This design comes from an exercise in tuning for a short achievable clock period and few clock cycles on the open sky130 flow, not from production work. In this exercise RTL edits were held to simulation tests only and were not proved equivalent to the original.

==> run H: inputs <==
Design sc_cpu, start of the top module:
module sc_cpu(
    input         clk,
    input         rst,
    output [31:0] imem_addr,
    input  [31:0] imem_rdata,
    output [31:0] dmem_addr,
    output [31:0] dmem_wdata,
    output        dmem_we,
    output [3:0]  dmem_be,
    input  [31:0] dmem_rdata
    );
==> flow/config.mk <==
export PLATFORM = sky130hd
export DESIGN_NAME = sc_cpu
export DESIGN_NICKNAME = sc_cpu
export VERILOG_FILES = /design/flow/design.v
export SDC_FILE = /design/flow/constraint.sdc
export NUM_CORES = 4
export LEC_CHECK = 0
export CAP_MARGIN = 25
export CORE_MARGIN = 2
export CORE_UTILIZATION = 40
export SLEW_MARGIN = 30
export SYNTH_HIERARCHICAL = 1
==> flow/constraint.sdc <==
create_clock -name core_clock -period 135.0 [get_ports {clk}]
set_input_delay 27.0000 -clock core_clock [delete_from_list [all_inputs] [get_ports {clk}]]
set_output_delay 27.0000 -clock core_clock [all_outputs]
set_load 0.01 [all_outputs]
standard.sh (not shown) runs the stock make flow with config.mk's settings and CLKGATE_MAP_FILE= SYNTH_SCRIPT=/design/flow/synth_recipe.tcl, a recipe that flattens the netlist after the stock synthesis.
==> flow/flow/run.sh <==
#!/bin/bash
# The standard layout (standard.sh) with three changes to how it is made:
# - ORFS's timing repair is asked for 108 ns of setup slack, so it works on
#   every path longer than 27 ns (the constraints and clock period stay
#   the standard flow's);
# - repair may swap a cell for one of another footprint;
# - every port gets a buf_8 as its buffer.
set -o pipefail
bash standard.sh SETUP_SLACK_MARGIN=108 MATCH_CELL_FOOTPRINT=0 \
    "BUFFER_PORTS_ARGS=-buffer_cell sky130_fd_sc_hd__buf_8" finish > standard.log 2>&1
==> inputs of run E, as changes to run H <==
--- a/flow/design.v
+++ b/flow/design.v
@@ -338,34 +338,34 @@
     output [3:0]  dmem_be,
     input  [31:0] dmem_rdata
     );
 localparam K = 8;                
 reg          valid;              
 reg [31:0]   ir;                 
 reg [31:0]   opa, opb;           
 reg [31:0]   aeqi, anei;         
-reg [7:0]    eqh;                
+reg [3:0]    eqh;                
 reg [1023:0] rf;                 
 reg          mwe;                
 reg          mld;                
 reg [4:0]    mrt;                
 reg [31:0]   ma;                 
 reg [31:0]   mwd;                
 reg [3:0]    mbe;                
 reg        dpend;                
 reg [4:0]  pd;                   
 reg [31:0] drem;                 
 reg [31:0] dq;                   
 reg [31:0] dnum;                 
 reg [31:0] dden;                 
 reg [2:0]  dch;                  
 genvar g;
 generate for (g = 0; g < 8; g = g + 1) begin : g_npc
-    cpu_npc u_npc(.eqh(eqh[(g/2)*2 +: 2]), .aeqi(aeqi[g*4 +: 4]), .anei(anei[g*4 +: 4]),
+    cpu_npc u_npc(.eqh(eqh), .aeqi(aeqi[g*4 +: 4]), .anei(anei[g*4 +: 4]),
         .npc(imem_addr[g*4 +: 4]));
 end endgenerate
 assign dmem_addr  = ma;
 assign dmem_wdata = mwd;
 assign dmem_we    = mwe;
 assign dmem_be    = mbe;
 wire [5:0]  op  = ir[31:26];
 wire [5:0]  fn  = ir[5:0];
@@ -441,20 +441,18 @@
         else
             rfx[j*32 +: 32] = rf[j*32 +: 32];
 end
 always @(posedge clk)
     rf <= rfx;
 wire [31:0] opa_n, opb_n, aeq_n, ane_n;
 cpu_rfread u_rda(.sel(imem_rdata[25:21]), .rfv(rfx), .q(opa_n));
 cpu_rfread u_rdb(.sel(imem_rdata[20:16]), .rfv(rfx), .q(opb_n));
-wire [7:0]  eqh_n;
-generate for (g = 0; g < 4; g = g + 1) begin : g_eqh
-    cpu_eqh u_eqh(.a(opa_n), .b(opb_n), .eqh(eqh_n[g*2 +: 2]));
-end endgenerate
+wire [3:0]  eqh_n;
+cpu_eqh u_eqh(.a(opa_n), .b(opb_n), .eqh(eqh_n));
 wire [31:0] pc1 = imem_addr + 32'd1;
 cpu_pre u_pre(.ins(imem_rdata), .pc1(pc1), .hip(pc1[31:16] + 16'd1), .him(pc1[31:16] - 16'd1),
     .aeq(aeq_n), .ane(ane_n));
 wire [4:0]  nrs    = imem_rdata[25:21];
 wire [4:0]  nrt    = imem_rdata[20:16];
 wire        dbusy  = (dpend & ~dwr) | ddisp;
 wire [4:0]  dreg   = ddisp ? wa : pd;
 wire        dwait  = dbusy & ((nrs == dreg) | (nrt == dreg) | (imem_rdata[15:11] == dreg) |
@@ -480,42 +478,32 @@
     end
     ir  <= imem_rdata;
     opa <= opa_n;
     opb <= opb_n;
     eqh <= eqh_n;
 end
 endmodule
 module cpu_npc(
-    input  [1:0]  eqh,
+    input  [3:0]  eqh,
     input  [3:0]  aeqi,
     input  [3:0]  anei,
     output [3:0]  npc
     );
 assign npc = ~((&eqh) ? aeqi : anei);
 endmodule
 module cpu_eqh(
     input  [31:0] a,
     input  [31:0] b,
-    output [1:0]  eqh
+    output [3:0]  eqh
     );
-wire [3:0] eqb;
 genvar k;
 generate for (k = 0; k < 4; k = k + 1) begin : g_k
-    cpu_eq8 u_eq(.a(a[k*8 +: 8]), .b(b[k*8 +: 8]), .eq(eqb[k]));
+    assign eqh[k] = (a[k*8 +: 8] == b[k*8 +: 8]);
 end endgenerate
-assign eqh[0] = eqb[0] & eqb[1];
-assign eqh[1] = eqb[2] & eqb[3];
-endmodule
-module cpu_eq8(
-    input  [7:0] a,
-    input  [7:0] b,
-    output       eq
-    );
-assign eq = (a == b);
 endmodule
 module cpu_agen(
     input  [31:0] a,
     input  [15:0] imm,
     output [31:0] addr
     );
 assign addr = a + {{16{imm[15]}}, imm};
 endmodule
==> inputs of run M, as changes to run H <==
--- a/flow/design.v
+++ b/flow/design.v
@@ -333,39 +333,39 @@
     output [31:0] imem_addr,
     input  [31:0] imem_rdata,
     output [31:0] dmem_addr,
     output [31:0] dmem_wdata,
     output        dmem_we,
     output [3:0]  dmem_be,
     input  [31:0] dmem_rdata
     );
-localparam K = 8;                
+localparam K = 7;                
 reg          valid;              
 reg [31:0]   ir;                 
 reg [31:0]   opa, opb;           
 reg [31:0]   aeqi, anei;         
-reg [7:0]    eqh;                
+reg [3:0]    eqh;                
 reg [1023:0] rf;                 
 reg          mwe;                
 reg          mld;                
 reg [4:0]    mrt;                
 reg [31:0]   ma;                 
 reg [31:0]   mwd;                
 reg [3:0]    mbe;                
 reg        dpend;                
 reg [4:0]  pd;                   
 reg [31:0] drem;                 
 reg [31:0] dq;                   
 reg [31:0] dnum;                 
 reg [31:0] dden;                 
 reg [2:0]  dch;                  
 genvar g;
 generate for (g = 0; g < 8; g = g + 1) begin : g_npc
-    cpu_npc u_npc(.eqh(eqh[(g/2)*2 +: 2]), .aeqi(aeqi[g*4 +: 4]), .anei(anei[g*4 +: 4]),
+    cpu_npc u_npc(.eqh(eqh), .aeqi(aeqi[g*4 +: 4]), .anei(anei[g*4 +: 4]),
         .npc(imem_addr[g*4 +: 4]));
 end endgenerate
 assign dmem_addr  = ma;
 assign dmem_wdata = mwd;
 assign dmem_we    = mwe;
 assign dmem_be    = mbe;
 wire [5:0]  op  = ir[31:26];
 wire [5:0]  fn  = ir[5:0];
@@ -441,20 +441,18 @@
         else
             rfx[j*32 +: 32] = rf[j*32 +: 32];
 end
 always @(posedge clk)
     rf <= rfx;
 wire [31:0] opa_n, opb_n, aeq_n, ane_n;
 cpu_rfread u_rda(.sel(imem_rdata[25:21]), .rfv(rfx), .q(opa_n));
 cpu_rfread u_rdb(.sel(imem_rdata[20:16]), .rfv(rfx), .q(opb_n));
-wire [7:0]  eqh_n;
-generate for (g = 0; g < 4; g = g + 1) begin : g_eqh
-    cpu_eqh u_eqh(.a(opa_n), .b(opb_n), .eqh(eqh_n[g*2 +: 2]));
-end endgenerate
+wire [3:0]  eqh_n;
+cpu_eqh u_eqh(.a(opa_n), .b(opb_n), .eqh(eqh_n));
 wire [31:0] pc1 = imem_addr + 32'd1;
 cpu_pre u_pre(.ins(imem_rdata), .pc1(pc1), .hip(pc1[31:16] + 16'd1), .him(pc1[31:16] - 16'd1),
     .aeq(aeq_n), .ane(ane_n));
 wire [4:0]  nrs    = imem_rdata[25:21];
 wire [4:0]  nrt    = imem_rdata[20:16];
 wire        dbusy  = (dpend & ~dwr) | ddisp;
 wire [4:0]  dreg   = ddisp ? wa : pd;
 wire        dwait  = dbusy & ((nrs == dreg) | (nrt == dreg) | (imem_rdata[15:11] == dreg) |
@@ -480,42 +478,32 @@
     end
     ir  <= imem_rdata;
     opa <= opa_n;
     opb <= opb_n;
     eqh <= eqh_n;
 end
 endmodule
 module cpu_npc(
-    input  [1:0]  eqh,
+    input  [3:0]  eqh,
     input  [3:0]  aeqi,
     input  [3:0]  anei,
     output [3:0]  npc
     );
 assign npc = ~((&eqh) ? aeqi : anei);
 endmodule
 module cpu_eqh(
     input  [31:0] a,
     input  [31:0] b,
-    output [1:0]  eqh
+    output [3:0]  eqh
     );
-wire [3:0] eqb;
 genvar k;
 generate for (k = 0; k < 4; k = k + 1) begin : g_k
-    cpu_eq8 u_eq(.a(a[k*8 +: 8]), .b(b[k*8 +: 8]), .eq(eqb[k]));
+    assign eqh[k] = (a[k*8 +: 8] == b[k*8 +: 8]);
 end endgenerate
-assign eqh[0] = eqb[0] & eqb[1];
-assign eqh[1] = eqb[2] & eqb[3];
-endmodule
-module cpu_eq8(
-    input  [7:0] a,
-    input  [7:0] b,
-    output       eq
-    );
-assign eq = (a == b);
 endmodule
 module cpu_agen(
     input  [31:0] a,
     input  [15:0] imm,
     output [31:0] addr
     );
 assign addr = a + {{16{imm[15]}}, imm};
 endmodule
==> notes <==
- Run M ran to the end with no violations. Run H went through all stages and came out clean. Run E finished with timing, DRC and antenna clean.
- Clock skew, highest first: run M, run E, run H.
- The highest design area belongs to run H, the lowest to run M.
- First-iteration DRC count: run E is higher than run H (about 2.8%).
- The highest utilization belongs to run H, the lowest to run M.
- Die area: run H is larger than run M (about 2%).
- Against run M, the worst setup slack of run H is higher by 0.28 ns.
==> figures <==
| item | run H | run M | run E |
|---|---|---|---|
| Run status | timing/DRC/antenna clean | timing/DRC/antenna clean | timing/DRC/antenna clean |
| Non-clock inverter instance count of the final layout | 744 | 720 | 749 |
| Post-DR wirelength/cell | 32.3 µm | 33.0 µm | 31.8 µm |
| Reg2reg setup slack | 107.47 ns | 108.12 ns | 107.81 ns |
| Total inserted antenna cells | 15 | 25 | 19 |
| Number of global-route vias before repair | 125000 | 122000 | 123000 |
| Synth Cell Area | 0.132 mm² | 0.130 mm² | 0.131 mm² |
| Total number of cells along the worst setup path | 4 | 3 | 4 |
| Clock buf count | 254 | 248 | 253 |
| Non-filler cells, final | 20500 | 19800 | 20300 |
| Fraction of cell area in non-clock buffers | 7.87% | 6.88% | 8.17% |
| Minimum hold slack | 0.432 ns | 0.457 ns | 0.433 ns |
Testbench counts of run H, summed over its fixed seeds: cycles 17,346.
Testbench counts of run E, summed over its fixed seeds: cycles 17,346.
Testbench counts of run M, summed over its fixed seeds: cycles 17,379.

## re-timing with driven ports
Ports are ideal in the flow. The routed layouts listed here were re-timed in OpenROAD. Step 1 (the two cells are an assumption about what drives the block):
set clk [get_ports {clk}]
set_driving_cell -lib_cell sky130_fd_sc_hd__clkbuf_16 $clk
set_driving_cell -lib_cell sky130_fd_sc_hd__buf_2 [delete_from_list [all_inputs] $clk]
Step 2, shift: input delay + t, output delay - t, t = (earliest + latest rising clock arrival at the registers) / 2. This alone moves slack from input paths to output paths. Slacks: ideal ports / drivers / drivers and shift; pairs: ideal ports / drivers.
run | t, ns | slack for setup (ns) | pins driven straight from the clock port
run H | 0.989 | 106.051 / 105.817 / 104.828 | 1
run E | 0.984 | 105.805 / 105.685 / 104.964 | 1
run M | 0.985 | 105.772 / 105.678 / 105.033 | 1
After both steps setup and hold are still met in every run listed. The setup slack of run H, which loses most, moves by -0.234 ns with the drivers and by -1.223 ns with both steps.
